From an optimization exercise on the open Yosys and OpenROAD flow, aimed at small area; shortcuts taken in it are not production practice. The RTL was checked by simulation tests, not by an equivalence proof against the original design. No activity file was given, so power comes from the tool's default toggle rates.

==> design/flow/run.sh <==
#!/bin/bash
# synth_recipe.tcl (not shown) runs the flow's synth.tcl, then flattens the netlist and writes it again
# the make line also repeats each setting of config.mk as NAME=value (left out here)
make -C /OpenROAD-flow-scripts/flow DESIGN_CONFIG=/design/flow/config.mk WORK_HOME=/design/flow/orfs CLKGATE_MAP_FILE= SYNTH_SCRIPT=/design/flow/synth_recipe.tcl finish
==> design/flow/constraint.sdc <==
create_clock -name core_clock -period 9.0 [get_ports {i_clk}]
set_input_delay 1.8000 -clock core_clock [delete_from_list [all_inputs] [get_ports {i_clk}]]
set_output_delay 1.8000 -clock core_clock [all_outputs]
set_load 0.01 [all_outputs]
==> design/flow/config.mk <==
export PLATFORM = sky130hd
export DESIGN_NAME = rv32i_alu
export DESIGN_NICKNAME = rv32i_alu
export VERILOG_FILES = /design/flow/design.v
export SDC_FILE = /design/flow/constraint.sdc
export NUM_CORES = 4
export LEC_CHECK = 0
export CAP_MARGIN = 20
export CORE_MARGIN = 2
export CORE_UTILIZATION = 40
export SLEW_MARGIN = 20
==> design/flow/design.v <==
`timescale 1ns / 1ps
`default_nettype none
module rv32i_alu (
    i_clk,
    i_rst_n,
    i_alu,
    i_rs1_addr,
    i_rs1,
    i_rs2,
    i_imm,
    i_funct3,
    i_opcode,
    i_exception,
    i_pc,
    i_rd_addr,
    i_ce,
    i_stall,
    i_force_stall,
    i_flush,
    o_rs1_addr,
    o_rs1,
    o_rs2,
    o_imm,
    o_funct3,
    o_opcode,
    o_exception,
    o_y,
    o_pc,
    o_next_pc,
    o_change_pc,
    o_wr_rd,
    o_rd_addr,
    o_rd,
    o_rd_valid,
    o_stall_from_alu,
    o_ce,
    o_stall,
    o_flush
);
    input logic i_clk, i_rst_n;
    input logic [14-1:0] i_alu;   
    input logic [4:0] i_rs1_addr;   
    input logic [31:0] i_rs1;   
    input logic [31:0] i_rs2;   
    input logic [31:0] i_imm;   
    input logic [2:0] i_funct3;   
    input logic [11-1:0] i_opcode;   
    input logic [4-1:0] i_exception;   
    input logic [31:0] i_pc;   
    input logic [4:0] i_rd_addr;   
    input logic i_ce;   
    input logic i_stall;   
    input logic i_force_stall;   
    input logic i_flush;   
    output logic [4:0] o_rs1_addr;   
    output logic [31:0] o_rs1;   
    output logic [31:0] o_rs2;   
    output logic [11:0] o_imm;   
    output logic [2:0] o_funct3;   
    output logic [11-1:0] o_opcode;   
    output logic [4-1:0] o_exception;   
    output logic [31:0] o_y;   
    output logic [31:0] o_pc;   
    output logic [31:0] o_next_pc;   
    output logic o_change_pc;   
    output logic o_wr_rd;   
    output logic [4:0] o_rd_addr;   
    output logic [31:0] o_rd;   
    output logic o_rd_valid;   
    output logic o_stall_from_alu;  
    output logic o_ce;   
    output logic o_stall;   
    output logic o_flush;   
    logic alu_add;
    logic alu_sub;
    logic alu_slt;
    logic alu_sltu;
    logic alu_xor;
    logic alu_or;
    logic alu_and;
    logic alu_sll;
    logic alu_srl;
    logic alu_sra;
    logic alu_eq;
    logic alu_neq;
    logic alu_ge;
    logic alu_geu;
    logic opcode_rtype;
    logic opcode_itype;
    logic opcode_load;
    logic opcode_store;
    logic opcode_branch;
    logic opcode_jal;
    logic opcode_jalr;
    logic opcode_lui;
    logic opcode_auipc;
    logic opcode_system;
    logic opcode_fence;
    logic [31:0] a;   
    logic [31:0] b;   
    logic [31:0] y_d;   
    logic [31:0] rd_d;   
    logic wr_rd_d;   
    logic rd_valid_d;   
    logic [31:0] a_pc;
    logic [31:0] sum;
    logic stall_bit;
    always_ff @(posedge i_clk, negedge i_rst_n) begin
        if (!i_rst_n) begin
            o_exception      <= 0;
            o_ce             <= 0;
            o_stall_from_alu <= 0;
        end else begin
            if (i_ce && !stall_bit) begin   
                o_opcode <= i_opcode;
                o_exception <= i_exception;
                o_y <= y_d;
                o_rs1_addr <= i_rs1_addr;
                o_rs1 <= i_rs1;
                o_rs2 <= i_rs2;
                o_rd_addr <= i_rd_addr;
                o_imm <= i_imm[11:0];
                o_funct3 <= i_funct3;
                o_rd <= rd_d;
                o_rd_valid <= rd_valid_d;
                o_wr_rd <= wr_rd_d;
                o_stall_from_alu <= i_opcode[3] || i_opcode[2];  
                o_pc <= i_pc;   
            end
            if(i_flush && !stall_bit) begin  
                o_ce <= 0;
            end else if (!stall_bit) begin   
                o_ce <= i_ce;
            end else if (stall_bit && !i_stall)
                o_ce <= 0;   
        end
    end
    always_comb begin
        y_d = 0;
        a   = (opcode_jal || opcode_auipc) ? i_pc : i_rs1;   
        b   = (opcode_rtype || opcode_branch) ? i_rs2 : i_imm;   
        if (alu_add) y_d = a + b;
        if (alu_sub) y_d = a - b;
        if (alu_slt || alu_sltu) begin
            y_d = {31'b0, (a < b)};
            if (alu_slt) y_d = (a[31] ^ b[31]) ? {31'b0, a[31]} : y_d;
        end
        if (alu_xor) y_d = a ^ b;
        if (alu_or) y_d = a | b;
        if (alu_and) y_d = a & b;
        if (alu_sll) y_d = a << b[4:0];
        if (alu_srl) y_d = a >> b[4:0];
        if (alu_sra) y_d = $signed(a) >>> b[4:0];
        if (alu_eq || alu_neq) begin
            y_d = {31'b0, (a == b)};
            if (alu_neq) y_d = {31'b0, !y_d[0]};
        end
        if (alu_ge || alu_geu) begin
            y_d = {31'b0, (a >= b)};
            if (alu_ge) y_d = (a[31] ^ b[31]) ? {31'b0, b[31]} : y_d;
        end
    end
    always_comb begin
        o_flush = i_flush;   
        rd_d = 0;
        rd_valid_d = 0;
        o_change_pc = 0;
        o_next_pc = 0;
        wr_rd_d = 0;
        a_pc = i_pc;
        if (!i_flush) begin
            if (opcode_rtype || opcode_itype) rd_d = y_d;
            if (opcode_branch && y_d[0]) begin
                o_next_pc = sum;   
                o_change_pc = i_ce;   
                o_flush = i_ce;
            end
            if (opcode_jal || opcode_jalr) begin
                if (opcode_jalr) a_pc = i_rs1;
                o_next_pc = sum;   
                o_change_pc = i_ce;   
                o_flush = i_ce;
                rd_d = i_pc + 4;   
            end
        end
        if (opcode_lui) rd_d = i_imm;
        if (opcode_auipc) rd_d = sum;
        if (opcode_branch || opcode_store || (opcode_system && i_funct3 == 0) || opcode_fence)
            wr_rd_d = 0;   
        else
            wr_rd_d = 1;  
        if (opcode_load || (opcode_system && i_funct3 != 0))
            rd_valid_d = 0;   
        else rd_valid_d = 1;
        o_stall = (i_stall || i_force_stall) && !i_flush;   
    end
    assign sum = a_pc + i_imm;   
    assign stall_bit = o_stall || i_stall;
    assign alu_add = i_alu[0];
    assign alu_sub = i_alu[1];
    assign alu_slt = i_alu[2];
    assign alu_sltu = i_alu[3];
    assign alu_xor = i_alu[4];
    assign alu_or = i_alu[5];
    assign alu_and = i_alu[6];
    assign alu_sll = i_alu[7];
    assign alu_srl = i_alu[8];
    assign alu_sra = i_alu[9];
    assign alu_eq = i_alu[10];
    assign alu_neq = i_alu[11];
    assign alu_ge = i_alu[12];
    assign alu_geu = i_alu[13];
    assign opcode_rtype = i_opcode[0];
    assign opcode_itype = i_opcode[1];
    assign opcode_load = i_opcode[2];
    assign opcode_store = i_opcode[3];
    assign opcode_branch = i_opcode[4];
    assign opcode_jal = i_opcode[5];
    assign opcode_jalr = i_opcode[6];
    assign opcode_lui = i_opcode[7];
    assign opcode_auipc = i_opcode[8];
    assign opcode_system = i_opcode[9];
    assign opcode_fence = i_opcode[10];
endmodule
==> results.txt <==
## state kept, by name, indices dropped and copies added (netlist names)
register,count
o_exception,4
o_opcode,11
o_rd_addr,5
o_funct3,3
o_stall_from_alu,1
o_y,32
o_rd_valid,1
o_wr_rd,1
o_pc,32
o_rd,32
o_rs2,32
o_rs1,32
o_ce,1
o_imm,12
o_rs1_addr,5
## layer usage
layer | wire length [microns] | global-route usage | up-vias
met5 | 64 | 0 | -
li1 | - | - | 10300
met4 | 7880 | 0.219 | 10
met2 | 53800 | 0.675 | 1890
met3 | 14800 | 0.0968 | 402
met1 | 46300 | 0.548 | 11800
## worst min-delay path, delay by kind of cell, from the launching register on
kind / cells / cell delay (ps)
flip-flops: 1 / 350
AND/OR/NAND/NOR: 1 / 50
AO/OA/AOI/OAI: 1 / 60
## cell families after synthesis
family | after synthesis | share of synthesized area
AO/OA/AOI/OAI | 780 | 0.248
adder cells (fa/ha/maj) | 130 | 0.0769
AND/OR/NAND/NOR | 761 | 0.168
buffers and inverters | 298 | 0.0560
XOR/XNOR | 77 | 0.0317
multiplexers | 251 | 0.132
flip-flops | 204 | 0.287
## timing repair
| action | in CTS | in global routing |
|---|---|---|
| gates resized for setup | 0 | 5 |
| pin swaps | 1 | 3 |
| setup endpoints to repair | 1 | 34 |
| setup buffers | 0 | 5 |
| cloned | 0 | 1 |
## through the flow
stage	worst slack [ps]	instances	instance area, sq um	utilization
after floorplan	736	2501	21300	-
after global placement	143	3615	26900	0.513
after detailed placement	14.3	3615	26900	0.513
after CTS	21.9	3653	27600	0.525
after global routing	-4.67	3659	27700	0.526
final	225	3661	27700	0.526
## cells in the mapped netlist (7+ instances only)
cell       number
clkbuf_1      113
nor2b_1        30
mux4_2         12
nand2_1       186
o31a_1          8
nand4_1        28
a211o_1        18
o221ai_1       11
a31oi_1        36
o211ai_1       42
o21ai_0       135
mux2_2        108
nor2_1        262
a2111oi_0       9
xnor2_1        46
a21o_1         32
ha_1          129
or2_2          10
mux2i_1       128
inv_1         131
or3_1          14
buf_1          19
nand2b_1       17
and2_1         16
nor4_1         17
a21boi_0        9
edfxtp_1      198
a221oi_1       33
a221o_1        13
a22oi_1        16
o31ai_1        28
xor2_1         31
nor3_1         70
o21a_1         34
o221a_2         9
a311o_1         8
and3_1         17
a21oi_1       194
buf_4           7
buf_2          19
nand3_1        55
o22ai_1        17
a211oi_1       39
o311ai_0        7
o21bai_1       18
## report_power, final
| group | switching (mW) | internal (mW) |
|---|---|---|
| clock network | 0.385 | 0.455 |
| registers | 0.0130 | 1.09 |
| logic | 1.21 | 0.715 |
| total | 1.60 | 2.26 |
## path summary, 6_finish.rpt
kind | endpoint | depth (start not counted)
max in group asynchronous | o_ce | 1
max reg2reg | o_exception[0] | 1
min | o_ce | 2
max | o_next_pc[4] | 19
min in group asynchronous | o_exception[3] | 1
min reg2reg | o_ce | 2
## layout make-up
cell class,count,share of cell area
antenna,2,0.000181
clock buffer,27,0.0209
clock inverter,11,0.00208
inverter,137,0.0186
multi-input combinational,2000,0.508
sequential,204,0.220
tap,688,0.0311
timing repair buffer,592,0.199
==> impl_metrics.prom <==
# TYPE chip_impl_metric gauge
chip_impl_info{name="status",value="finished clean"} 1
chip_impl_metric{name="grt_overflow",unit=""} 0
chip_impl_info{name="clock_tree.root_cell",value="clkbuf_16"} 1
chip_impl_metric{name="final.setup_skew",unit="ps"} 0
chip_impl_metric{name="io_buffer_count",unit=""} 414
chip_impl_metric{name="number_of_flops_mapped_to_enable_cells_by_yosys",unit=""} 198
chip_impl_metric{name="largest_voltage_drop_on_the_vdd_net",unit="mV"} 0.0985
chip_impl_metric{name="grt.total_usage",unit=""} 0.428
chip_impl_metric{name="detail_route.wirelength",unit="mm"} 123
chip_impl_metric{name="cts-root-to-sink-buffers",unit=""} 3
chip_impl_metric{name="htree_levels",unit=""} 1
chip_impl_metric{name="max_stage_delay",unit="ps"} 710
chip_impl_info{name="worst_setup_path_start_kind",value="input pin"} 1
chip_impl_metric{name="timing.fmax",unit="MHz"} 114
chip_impl_info{name="critical_path.reg2reg.startpoint",value="o_exception[0]"} 1
chip_impl_metric{name="timing_worst_slew_pin_value",unit="ps"} 1190
chip_impl_metric{name="rrSetupSlack",unit="ps"} 8230
chip_impl_metric{name="core-area",unit="sq mm"} 0.0526
chip_impl_metric{name="static-leakage-power",unit="nW"} 10.6
chip_impl_info{name="critical_path_s_top_delay_family",value="buffers and inverters"} 1
chip_impl_metric{name="worst_slew_margin_relative_to_its_limit",unit=""} 0.202
chip_impl_metric{name="grt_max_degree",unit=""} 81
chip_impl_metric{name="post_synth_instance_area",unit="sq mm"} 0.0213
chip_impl_metric{name="dr_total_vias",unit=""} 24400
chip_impl_metric{name="gp_congestion",unit=""} 1.10
chip_impl_metric{name="nFillCells",unit=""} 4942
chip_impl_metric{name="drive_above_1_share",unit=""} 0.129
chip_impl_metric{name="cp_num_buf_inv",unit=""} 9
chip_impl_metric{name="ys_seq_elements",unit=""} 204
chip_impl_metric{name="worst_skew_pair.late_latency",unit="ps"} 520
chip_impl_metric{name="fp-row-count",unit=""} 84
chip_impl_info{name="synthFlopType",value="edfxtp_1"} 1
chip_impl_metric{name="grt_pass1_vias",unit=""} 22800
chip_impl_metric{name="maxCapViolations",unit=""} 0
chip_impl_metric{name="die-width",unit="microns"} 235
chip_impl_info{name="mostFrequentLayoutCells",value="410 x clkdlybuf4s50_1, 260 x nor2_1, 198 x edfxtp_1"} 1
chip_impl_metric{name="dp.final_hpwl",unit="mm"} 99.7
chip_impl_metric{name="synth_largest_type_area_fraction",unit=""} 0.280
chip_impl_metric{name="syn_nets",unit=""} 2807
chip_impl_metric{name="synthArstFlopShare",unit=""} 0.0294
chip_impl_metric{name="initial_core_util",unit=""} 0.405
chip_impl_info{name="critical_path_class",value="in2out"} 1
chip_impl_metric{name="synthesis.area_per_instance",unit="sq um"} 8.50
chip_impl_info{name="hold_path.startpoint",value="o_ce"} 1
chip_impl_metric{name="grt_first_pass_wirelength",unit="mm"} 168
chip_impl_metric{name="cts_buffers",unit=""} 21
chip_impl_metric{name="router_iterations_before_antenna_repair",unit=""} 8
chip_impl_metric{name="routedWlPerCell",unit="microns"} 33.6
chip_impl_metric{name="area_delta_synth_final",unit="%"} 30.1
chip_impl_info{name="final_common_cell",value="clkdlybuf4s50_1"} 1
chip_impl_metric{name="multiInputGateArea",unit="sq mm"} 0.0141
chip_impl_info{name="critical_path.endpoint_type",value="primary output"} 1
chip_impl_metric{name="vias_per_instance",unit=""} 6.66
chip_impl_info{name="cts_tree",value="yes"} 1
chip_impl_metric{name="path_max_fanout",unit=""} 27
chip_impl_metric{name="clkSinkCount",unit=""} 204
chip_impl_info{name="crit_path_cell_trace",value="clkdlybuf4s50_1 > buf_4 > nor2_2 > buf_4 > mux2i_4 > ha_1 > inv_1 > or4_1 > nor4_2 > buf_4 > nor3b_1 > a2111oi_1 > inv_1 > a211oi_2 > nor3_4 > buf_12 > buf_12 > nor2_1 > clkdlybuf4s50_1"} 1
chip_impl_metric{name="totalPowerFinal",unit="mW"} 3.87
chip_impl_metric{name="drcViolationCount",unit=""} 0
chip_impl_metric{name="register_area",unit="sq mm"} 0.00610
chip_impl_metric{name="synth_cell_types",unit=""} 92
chip_impl_metric{name="io-pin-count",unit=""} 415
chip_impl_info{name="yosysTopAreaCell",value="edfxtp_1"} 1
chip_impl_metric{name="cts_stage_hold_buffer_count",unit=""} 0
chip_impl_metric{name="final_max_slew_viol_count",unit=""} 0
chip_impl_metric{name="crit_required",unit="ps"} 7200
chip_impl_metric{name="design.final.nets",unit=""} 3262
chip_impl_metric{name="cellPowerDensity",unit="mW/mm^2"} 140
chip_impl_info{name="cell_repeated_most_along_the_worst_path",value="buf_4"} 1
chip_impl_info{name="cp-startpoint",value="i_opcode[4]"} 1
chip_impl_metric{name="detailedRoute.firstIterationViolations",unit=""} 3543
chip_impl_info{name="area_contributors_post_synth",value="edfxtp_1 28%, ha_1 7.6%, mux2i_1 6.0%"} 1
chip_impl_metric{name="finalCritPeriodShare",unit=""} 0.975
chip_impl_metric{name="dieArea",unit="sq mm"} 0.0550
chip_impl_metric{name="final-hold-violation-count",unit=""} 0
chip_impl_metric{name="drtAntennaViolNets",unit=""} 0
chip_impl_metric{name="worst-endpoint-arrival",unit="ps"} 6980
chip_impl_metric{name="clk_pin_slew",unit="ps"} 60
chip_impl_metric{name="ys_seq_area_frac",unit=""} 0.287
chip_impl_metric{name="synth_cells",unit=""} 2501
chip_impl_metric{name="die_height",unit="microns"} 235
chip_impl_metric{name="synth_warnings",unit=""} 1
chip_impl_info{name="timing.hold.worst.class",value="reg2reg"} 1
chip_impl_metric{name="antenna_found_initial",unit=""} 12
chip_impl_metric{name="finalWorstPathRequiredPeriod",unit="ps"} 8780
chip_impl_metric{name="final.hold.worst_slack",unit="ps"} 489
chip_impl_metric{name="setup_viol",unit=""} 0
chip_impl_info{name="crit_path_top_delay_cell",value="or4_1"} 1
chip_impl_metric{name="setup-tns-final",unit="ps"} 0

[re-timing with driven ports]
The flow's constraints put no driver on any port. The routed layout listed below was extracted and timed again, unchanged, in two steps. Step 1: set_driving_cell puts a clkbuf_16 on i_clk and a buf_2 on each other input, an assumption about the parent block. Step 2 times the ports against the registers' clock, not the clock port: input delays grow and output delays shrink by t, the midpoint of the rising clock arrivals with the driver on. Slacks: ideal / step 1 / step 2; pairs: ideal / step 1.
t (ns): 0.572
setup WS [ns]: 0.225 / 0.181 / 0.181
worst setup path after step 2: input to output
latest minus earliest clock arrival (ns): 0.019 / 0.020
worst slew at a driven data input, ns: 0.11
After both steps setup and hold are still met in this run. For this run, drivers alone change the setup slack by -0.044 ns; drivers and shift together by -0.044 ns.
